This design comes from an exercise in tuning for small area, a short achievable clock period and few clock cycles on the open sky130 flow, not from production work.
No functional check of the RTL was part of any run shown here.
Power and IR drop assume default switching activity.

==> flow/design.v <==
module DIV(
  input         clock,
  input         reset,
  output        io_in_ready,
  input         io_in_valid,
  input         io_in_bits_ctrl_flow_divw,
  input         io_in_bits_ctrl_flow_div_signed,
  input         io_in_bits_ctrl_flow_flush,
  input  [31:0] io_in_bits_ctrl_data_src1,
  input  [31:0] io_in_bits_ctrl_data_src2,
  input         io_out_ready,
  output        io_out_valid,
  output [31:0] io_out_bits_result_quotient,
  output [31:0] io_out_bits_result_remainder
);
  localparam [2:0] S_LOAD = 3'd0, S_ALIGN = 3'd1, S_ITER = 3'd2,
                   S_RESTORE = 3'd3, S_DONE = 3'd4;
  function [1:0] lz2(input [1:0] v);
    lz2 = {~v[1] & ~v[0], ~v[1]};
  endfunction
  function [2:0] lz4(input [3:0] v);
    reg [1:0] h, l;
    begin
      h = lz2(v[3:2]); l = lz2(v[1:0]);
      lz4 = {h[1] & l[1], h[1], h[1] ? l[0] : h[0]};
    end
  endfunction
  function [3:0] lz8(input [7:0] v);
    reg [2:0] h, l;
    begin
      h = lz4(v[7:4]); l = lz4(v[3:0]);
      lz8 = {h[2] & l[2], h[2], h[2] ? l[1:0] : h[1:0]};
    end
  endfunction
  function [4:0] lz16(input [15:0] v);
    reg [3:0] h, l;
    begin
      h = lz8(v[15:8]); l = lz8(v[7:0]);
      lz16 = {h[3] & l[3], h[3], h[3] ? l[2:0] : h[2:0]};
    end
  endfunction
  function [5:0] lzc32(input [31:0] v);
    reg [4:0] h, l;
    begin
      h = lz16(v[31:16]); l = lz16(v[15:0]);
      lzc32 = (h[4] & l[4]) ? 6'd32 : {1'b0, h[4], h[4] ? l[3:0] : h[3:0]};
    end
  endfunction
  wire [31:0] a  = io_in_bits_ctrl_data_src1;
  wire [31:0] b  = io_in_bits_ctrl_data_src2;
  wire        sg = io_in_bits_ctrl_flow_div_signed;
  wire        go = io_in_valid & ~io_in_bits_ctrl_flow_flush;
  reg  [2:0]  state;
  reg         done;    
  reg  [32:0] X;       
  reg  [32:0] E;       
  reg  [31:0] Q;       
  reg  [4:0]  cnt;     
  reg  [5:0]  la, lb;  
  reg         lo;      
  reg         neg_a;   
  reg         neg_q;   
  wire        sa  = sg & a[31];
  wire        sb  = sg & b[31];
  wire        nq  = sa ^ sb;
  wire [31:0] ap  = sa ? {~a[30:0], 1'b1} : a;
  wire [31:0] bp  = sb ? {~b[31:1], 1'b1} : b;
  wire [5:0]  lza = lzc32(ap);
  wire [5:0]  lzb = lzc32(bp);
  wire        dz  = (b == 32'd0);
  wire [31:0] sm1 = ap  | {1'b0, ap[31:1]};
  wire [31:0] sm2 = sm1 | {2'b0, sm1[31:2]};
  wire [31:0] sm4 = sm2 | {4'b0, sm2[31:4]};
  wire [31:0] sm8 = sm4 | {8'b0, sm4[31:8]};
  wire [31:0] sma = sm8 | {16'b0, sm8[31:16]};
  wire        short = |(bp & ~sma);
  wire [31:0] qdz = (sg & ~a[31]) ? 32'd1 : 32'hffffffff;
  wire        p2  = ~|(a[30:0] & ~a[31:1]);
  wire [4:0]  s   = lb[4:0] - la[4:0] - {4'd0, lo};
  wire        lt  = lo & (la == lb);
  wire        f   = ~neg_q;
  wire [32:0] sh1 = s[0] ? {E[31:0], f}               : E;
  wire [32:0] sh2 = s[1] ? {sh1[30:0], {2{f}}}        : sh1;
  wire [32:0] sh3 = s[2] ? {sh2[28:0], {4{f}}}        : sh2;
  wire [32:0] sh4 = s[3] ? {sh3[24:0], {8{f}}}        : sh3;
  wire [32:0] Esh = s[4] ? {sh4[16:0], {16{f}}}       : sh4;
  wire        cin = ~neg_q;
  wire [33:0] T1  = {X, 1'b1} + {E, cin};
  wire [32:0] T   = T1[33:1];
  wire        tz  = &((X ^ E) ~^ {X[31:0] | E[31:0], cin});
  wire        acc = neg_a ? (T[32] | tz) : ~T[32];
  wire        stp = (state == S_ALIGN) ? neg_q : (state != S_LOAD);
  wire        xen = acc & stp;
  always @(posedge clock) begin
    if (reset) begin
      state <= S_LOAD;
      done  <= 1'b0;
    end else if (!go) begin
      state <= S_LOAD;
      done  <= 1'b0;
    end else begin
      case (state)
        S_LOAD: begin
          state <= (dz | short) ? S_DONE : S_ALIGN;
          done  <= dz | short;
        end
        S_ALIGN: begin
          state <= ((neg_q & ~acc) | lt) ? S_RESTORE : S_ITER;
          done  <= 1'b0;
        end
        S_ITER: begin
          state <= (cnt == 5'd0) ? S_DONE : S_ITER;
          done  <= (cnt == 5'd0);
        end
        S_RESTORE: begin
          state <= S_DONE;
          done  <= 1'b1;
        end
        default: begin
          state <= S_LOAD;
          done  <= 1'b0;
        end
      endcase
    end
  end
  always @(posedge clock) begin
    la <= lza;
    lb <= lzb;
    lo <= sa & ~p2;
    case (state)
      S_LOAD: begin
        X     <= {sa, a};
        E     <= {sb, b} ^ {33{~nq}};    
        Q     <= dz ? qdz : 32'd0;
        neg_a <= sa;
        neg_q <= nq;
      end
      S_ALIGN: begin
        if (xen) X <= T;
        Q   <= {32{neg_q}};
        E   <= Esh;
        cnt <= s;
      end
      S_RESTORE: begin
        Q   <= 32'd0;
        E   <= {E[32], E[32:1]};
        cnt <= cnt - 5'd1;
      end
      default: begin
        if (xen) X <= T;
        Q   <= {Q[30:0], acc ^ neg_q};
        E   <= {E[32], E[32:1]};
        cnt <= cnt - 5'd1;
      end
    endcase
  end
  assign io_in_ready = 1'b1;
  assign io_out_valid = done;
  assign io_out_bits_result_quotient = Q;
  assign io_out_bits_result_remainder = X[31:0];
endmodule
==> flow/flow/run.sh <==
#!/bin/bash
export BUFFER_PORTS_ARGS="-buffer_cell sky130_fd_sc_hd__buf_1"
bash standard.sh > standard.log 2>&1
==> flow/standard.sh <==
#!/bin/bash
# synth_recipe.tcl (not shown) runs the flow's synth.tcl, then flattens the netlist and writes it again
# the make line also repeats each setting of config.mk as NAME=value (left out here)
make -C /OpenROAD-flow-scripts/flow DESIGN_CONFIG=/design/flow/config.mk WORK_HOME=/design/flow/orfs CLKGATE_MAP_FILE= SYNTH_SCRIPT=/design/flow/synth_recipe.tcl "${@:-finish}"
==> flow/config.mk <==
export PLATFORM = sky130hd
export DESIGN_NAME = DIV
export DESIGN_NICKNAME = DIV
export VERILOG_FILES = /design/flow/design.v
export SDC_FILE = /design/flow/constraint.sdc
export NUM_CORES = 4
export LEC_CHECK = 0
export ABC_AREA = 1
export ABC_CLOCK_PERIOD_IN_PS = 3000
export CAP_MARGIN = 0
export CORE_MARGIN = 2
export CORE_UTILIZATION = 40
export CTS_BUF_LIST = sky130_fd_sc_hd__clkbuf_8
export PLACE_DENSITY = 0.6
export SETUP_SLACK_MARGIN = 4.7
export SLEW_MARGIN = 0
==> flow/constraint.sdc <==
create_clock -name core_clock -period 8.0 [get_ports {clock}]
set_input_delay 1.6000 -clock core_clock [delete_from_list [all_inputs] [get_ports {clock}]]
set_output_delay 1.6000 -clock core_clock [all_outputs]
set_load 0.01 [all_outputs]
==> impl_metrics.toml, run 1 <==
[status]
outcome = "finished clean"

[finish]
drive_gt1_share_pct = 12.5
nets = 2173
syn_to_final_growth_pct = 15.1
stdcell_count = 2437
stdcell_area_mm2 = 0.0142

[power]
total_power_w = 0.00353
powerDensity_mw_per_mm2 = 249
power.leakage_nw = 6.54
ir_worst_vdd_v = 0.0000945

[place]
place_ws_ps = 3290
placed_area_mm2 = 0.0128
dp_cells = 2366
routabilityCongestion = 0.997
dpl.hpwl_um = 37600
port_buffers = 133

[clock_tree]
hold_buffers = 0
cts_root_buf = "clkbuf_8"
cts_htree_levels = 4
clk_pin_slew_worst_paths_ps = 90
cts_tree = "done"
clock-sinks = 122
cts_buffer_depth = 2
worstSkewPairLatency_ps = 480
cts_buffers = 17

[floorplanning]
die_width_um = 180
die_y_um = 180
io_pins = 137
coreArea_mm2 = 0.0304
design.die.area_mm2 = 0.0322
start_util_pct = 40.5
row_count = 64

[timing]
setup_tns_ps = 0
fmax_ghz = 0.310
final_max_slew_viol_count = 0
max_slew_margin_pct = 43.9
fin_skew_ps = 12.9
finalCriticalPeriod_ps = 3230
period_share_pct = 40.4
rsz0062_at_grt = "yes"
setup_viol = 0
layout_setup_ws_ps = 4770
hold_viol = 0
max_slew.worst_pin.slew_ps = 840

[worst_setup_path]
cp_common_cell = "nand2_1"
crit_family = "adder cells"
cp-start-kind = "register"
cp.required_ps = 8350
crit_fanout = 5
path_buf_inv = 5
crit_chain = "inv_2 > fa_1 > inv_1 > ha_4 > nor2_4 > fa_2 > buf_12 > inv_8 > clkbuf_16 > nand2_1 > o21ai_2 > nand2_1 > o21ai_2 > nand2_1 > nand2_2 > nand2_1 > nand2_1 > o211ai_1"
worstPathArrival_ps = 3580
slowest_stage = "fa_1"
cpPeakStageDelay_ps = 560
worst_setup_path_end_kind = "register"
crit_type = "reg2reg"

[detailed_routing]
ant_nets = 0
routedWlPerCell_um = 20.0
vias_per_cell = 5.53
drc = 0
vias = 13488
finalWirelength_um = 48800
first_pass_iters = 6
drt_iter0_drc = 1453

[synthesis]
synth.area.mux_share_pct = 0.569
yosys_register_bits = 122
synth_top_flop_cell = "dfxtp_1"
synthCells = 1932
synth_edf_count = 42
synth_common_cells = "nand2_1 (556), inv_1 (235), o21ai_0 (177), nor2_1 (136), nand3_1 (121)"
ys_async_sr_fraction_pct = 0
synth-compound-area-share_pct = 19.4
synthesis.nets = 2078
synthTopCellsByArea = "nand2_1 (17%), dfxtp_1 (13%), edfxtp_1 (10%)"
synth_most_common_cell = "nand2_1"
synth_top_family_by_area = "simple AND/OR/NAND/NOR gates"
syn_area_per_cell_um2 = 6.38
synth-simple-area-share_pct = 31.0
synth_xor_xnor_area_share_pct = 5.35
yosysTopAreaCellShare_pct = 16.9
yosys.area.top_type = "nand2_1"
synth_warnings = 1
yosys.cell_types.count = 65
syn_area_mm2 = 0.0123
synth_fa_ha_area_share_pct = 7.80
ys_seq_area_share_pct = 23.2

[global_route]
track_usage_pct = 28.9
grt_max_degree = 69
antenna_found_initial = 2
grt_pass1_wl_um = 71900
grt_overflow = 0
grt_pass1_vias = 12435

[hold_path]
hold_path_class = "reg2reg"

[run]
cap_violations = 0
-- power breakdown --
part           internal (W)  switching (W)  total [W]
registers          0.000733      0.0000961   0.000829
logic              0.000737        0.00139    0.00212
clock network      0.000278       0.000304   0.000582
total               0.00175        0.00179    0.00353
-- worst paths after layout --
path	start	endpoint	slack [ps]	cells past startpoint
worst max register to register	lo	E[5]	4770	18
worst max-delay path	lo	E[5]	4770	18
worst min register to register	Q[6]	Q[7]	480	1
worst min-delay path	Q[6]	Q[7]	480	1
-- sequential cells by signal, indices dropped and copies added (netlist names) --
| register | cells |
|---|---|
| state | 3 |
| done | 1 |
| Q | 32 |
| neg_q | 1 |
| lo | 1 |
| lb | 6 |
| cnt | 5 |
| X | 33 |
| E | 33 |
| la | 6 |
| neg_a | 1 |
-- per-stage QoR --
| step | utilization (%) | hold WS, ps |
|---|---|---|
| final | 46.6 | 485 |
| after detailed placement | 42.1 | 470 |
| after floorplan | - | 487 |
| after global placement | 42.1 | 460 |
| after global routing | 46.6 | 505 |
| after CTS | 44.6 | 489 |
-- logic make-up after synthesis --
logic type / after synthesis
and+or+nand+nor: 900
AOI/OAI and AO/OA: 400
buffers and inverters: 356
DFF: 122
adders and majority gates: 75
xor gates and xnor gates: 71
muxes: 7
other: 1
-- worst reg2reg max path, delay by kind of cell (launching register included) --
| kind | cells | cell delay, ps |
|---|---|---|
| AO/OA/AOI/OAI | 3 | 290 |
| adder cells (fa/ha/maj) | 3 | 1210 |
| flip-flops | 1 | 390 |
| AND/OR/NAND/NOR | 7 | 660 |
| buffers and inverters | 5 | 560 |
-- repair_timing --
item,4_1_cts,5_1_grt
buffers inserted,11,14
cloned,4,9
setup endpoints to repair,82,86
pin swaps,9,27
resized for setup,74,103
-- metal layers --
| layer | track usage (%) | part of all wire [%] | vias to the layer above | wire length, um |
|---|---|---|---|---|
| met1 | 37.0 | 41 | 6265 | 19900 |
| met5 | 0 | 0 | - | 0 |
| met4 | 10.5 | 3.8 | 0 | 1860 |
| met3 | 5.31 | 8.5 | 105 | 4160 |
| li1 | - | - | 6524 | - |
| met2 | 48.6 | 47 | 594 | 22900 |
-- cell usage in the layout, fill, tap and decap left out, types with 8 or more instances in the layout --
master and n:
nor2_2 16, xnor2_1 26, o2111ai_1 13, o211ai_1 28, a21oi_1 71, clkbuf_8 17
xor2_1 37, nor2_1 120, nand2_2 26, edfxtp_1 42, o21ai_2 24, o21ai_1 27
nor3_1 10, inv_2 11, a31oi_1 12, nor2_4 15, dfxtp_1 77, nand3_1 120
ha_1 70, o22ai_1 9, o21ai_0 139, nand4_1 18, buf_12 8, inv_1 232
buf_1 129, nand2_1 537, buf_4 31, a31o_2 28, o21bai_1 14
-- cell type report --
| cell class | count | area [um^2] |
|---|---|---|
| sequential | 122 | 2870 |
| clock inverter | 14 | 148 |
| clock buffer | 17 | 234 |
| tap | 396 | 495 |
| multi-input combinational | 1456 | 8320 |
| inverter | 247 | 941 |
| antenna | 2 | 5.00 |
| fill | 3346 | 16200 |
| timing repair buffer | 183 | 1170 |
==> run 2, diff against run 1 <==
--- a/flow/config.mk
+++ b/flow/config.mk
@@ -13,4 +13,4 @@
 export CTS_BUF_LIST = sky130_fd_sc_hd__clkbuf_8
 export PLACE_DENSITY = 0.6
-export SETUP_SLACK_MARGIN = 4.7
+export SETUP_SLACK_MARGIN = 4.85
 export SLEW_MARGIN = 0
==> run 2 against run 1 <==
Effect of this change: register-to-register slack gained 80 ps; synthesized cell count is the same; sequential power is essentially flat; non-clock buffer count rose by 16; critical endpoint is now E[31]; worst hold slack is essentially flat; fmax grew 2.4%; routed wire length up 1.9%; global-route usage grew 0.50 points; critical path depth shrank 3; clock skew grew 1.3 ps; first-iteration DRC count is 0.76% lower.
==> impl_metrics.toml, run 2 <==
[timing]
final_max_slew_viol_count = 0
finalCriticalPeriod_ps = 3150
max_slew.worst_pin.slew_ps = 821
setup_viol = 0
max_slew_margin_pct = 45.2
rsz0062_at_grt = "yes"
setup_tns_ps = 0
fmax_ghz = 0.317
hold_slack_ps = 485
fin_skew_ps = 14.3
period_share_pct = 39.4
hold_viol = 0

[floorplanning]
row_count = 64
start_util_pct = 40.5
design.die.area_mm2 = 0.0322
io_pins = 137
die_width_um = 180
die_y_um = 180
coreArea_mm2 = 0.0304

[run]
cap_violations = 0

[worst_setup_path]
cp.required_ps = 8220
crit_family = "adder cells"
cpPeakStageDelay_ps = 580
path_buf_inv = 5
reg2reg_from = "la[0]"
crit_fanout = 5
reg2regPathDepth = 15
crit_chain = "inv_2 > fa_1 > inv_2 > ha_4 > nor2_4 > fa_2 > buf_12 > inv_16 > buf_12 > mux2i_4 > nand2_1 > nand2_1 > nand2_1 > nand3_2 > o2111ai_2"
cp_common_cell = "nand2_1"
rr_endpoint = "E[31]"
slowest_stage = "fa_1"
worst_setup_path_end_kind = "register"
worstPathArrival_ps = 3370
rrSetupSlack_ps = 4850
cp-start-kind = "register"
crit_type = "reg2reg"
path_depth = 15

[clock_tree]
cts_tree = "done"
worstSkewPairLatency_ps = 480
cts_buffers = 17
cts_htree_levels = 4
clock-sinks = 122
clk_pin_slew_worst_paths_ps = 90
cts_buffer_depth = 2
cts_root_buf = "clkbuf_8"

[global_route]
grt_pass1_vias = 12691
grt_max_degree = 69
track_usage_pct = 29.4
grt_pass1_wl_um = 73100
grt_overflow = 0
antenna_found_initial = 2

[synthesis]
synthTopCellsByArea = "nand2_1 (17%), dfxtp_1 (13%), edfxtp_1 (10%)"
syn_area_per_cell_um2 = 6.38
synthesis.nets = 2078
yosys_register_bits = 122
synth_common_cells = "nand2_1 (556), inv_1 (235), o21ai_0 (177), nor2_1 (136), nand3_1 (121)"
ys_async_sr_fraction_pct = 0
yosys.cell_types.count = 65
synth_most_common_cell = "nand2_1"
ys_seq_area_share_pct = 23.2
syn_area_mm2 = 0.0123
synthCells = 1932
synth_edf_count = 42
synth_top_flop_cell = "dfxtp_1"
yosysTopAreaCellShare_pct = 16.9
synth_warnings = 1
yosys.area.top_type = "nand2_1"

[detailed_routing]
first_pass_iters = 6
vias_per_cell = 5.54
drc = 0
vias = 13610
finalWirelength_um = 49800
routedWlPerCell_um = 20.3
drt_iter0_drc = 1442
ant_nets = 0

[hold_path]
hold_end = "Q[7]"
hold_path_class = "reg2reg"
holdPathStages = 1
min_from = "Q[6]"

[place]
dpl.hpwl_um = 37600
port_buffers = 133
routabilityCongestion = 0.997

[finish]
final_common_cell = "nand2_1"
syn_to_final_growth_pct = 20.2
final_cell_mix = "nand2_1 (512), inv_1 (225), buf_1 (129)"
diodes = 0
nets = 2193
top_regs = "E: 33 flops, X: 33 flops, Q: 32 flops"
drive_gt1_share_pct = 17.7

[status]
outcome = "finished clean"

[power]
ir_worst_vdd_v = 0.000114
powerDensity_mw_per_mm2 = 251
power.leakage_nw = 6.73
[run 2: worst max path at each step]
stage / start / end / slack [ps]
5_1_grt: la[0] / E[24] / 4730
3_3_place_gp: io_in_bits_ctrl_data_src1[31] / done / 3300
3_5_place_dp: io_in_bits_ctrl_data_src1[31] / E[29] / 3290
2_1_floorplan: io_in_bits_ctrl_flow_div_signed / lb[0] / 4930
6_report: la[0] / E[31] / 4850
4_1_cts: lo / E[13] / 4810
[run 2: worst register-to-register path: cells and delay by family, from the launching register on]
kind / cells / cell delay (ps)
AOI/OAI and AO/OA: 1 / 120
adders and majority gates: 3 / 1230
buffers and inverters: 5 / 540
DFF: 1 / 330
muxes: 1 / 260
and+or+nand+nor: 5 / 440
[run 2: logic make-up (layout without fill, tap and decap cells)]
kind of cell               count (synthesis)  count (layout)  synth area share (%)
and+or+nand+nor                          900             905                  31.0
AOI/OAI and AO/OA                        400             400                  19.4
buffers and inverters                    356             478                  12.6
DFF                                      122             122                  23.2
adders and majority gates                 75              75                  7.80
xor gates and xnor gates                  71              71                  5.35
muxes                                      7               7                 0.569
other                                      1               1                0.0304
[run 2: metrics by stage]
| step | area (um^2) | setup WS, ps | std cells | util (%) | total power, W |
|---|---|---|---|---|---|
| after floorplan | 12300 | 4930 | 1932 | - | 0.00213 |
| after global placement | 12800 | 3300 | 2366 | 42.1 | 0.00263 |
| after detailed placement | 12800 | 3290 | 2366 | 42.1 | 0.00263 |
| after CTS | 14100 | 4810 | 2435 | 46.3 | 0.00350 |
| after global routing | 14800 | 4730 | 2455 | 48.7 | 0.00396 |
| final | 14800 | 4850 | 2455 | 48.7 | 0.00372 |
[run 2: layout make-up]
type / instances / area [um^2]
Multi-Input combinational cell: 1459 / 8730
Inverter: 247 / 957
Fill cell: 3278 / 15600
Tap cell: 396 / 495
Timing Repair Buffer: 199 / 1360
Timing Repair inverter: 1 / 7.51
Clock buffer: 17 / 234
Sequential cell: 122 / 2880
Clock inverter: 14 / 148
[run 2: where the power goes]
group	internal, W	switching, W
Combinational	0.000835	0.00147
Clock	0.000278	0.000305
Sequential	0.000734	0.0000965
Total	0.00185	0.00188
[run 2: what timing repair did]
action	CTS	global route
gates cloned	12	6
endpoints found under the setup margin	85	112
setup buffers	26	14
pin swaps	31	52
hold buffers	0	0
resized for setup	148	170
[run 2: layer usage]
metal | vias up | part of all wire (%) | global-route usage (%)
met3 | 118 | 7.5 | 5.85
met5 | - | 0 | 0
met1 | 6329 | 41 | 37.3
met2 | 597 | 47 | 49.3
li1 | 6566 | - | -
met4 | 0 | 3.9 | 10.9

## separate check: timing with driven ports
How much do the figures lean on ideal ports? The routed layouts below were timed once more, with nothing changed but the port constraints.
Step 1, drivers: a clkbuf_16 drives clock and a buf_2 each remaining input, both assumed.
Step 2 moves the port delays by t, midway between the first and last clock arrival at a register: inputs arrive t later, outputs are due t later. That takes back most of the time a late clock gives input paths.
a / b / c = ideal ports / drivers / drivers and shift; a / b = the first two.
run | t (ns) | setup WS [ns] | worst slew at a driven data input, ns
run 1 | 0.518 | 4.771 / 4.771 / 4.306 | 0.07
run 2 | 0.520 | 4.846 / 4.846 / 4.416 | 0.12
After both steps setup and hold are still met in every run listed. The setup slack of run 1, which loses most, moves by 0.000 ns with the drivers and by -0.465 ns with both steps.
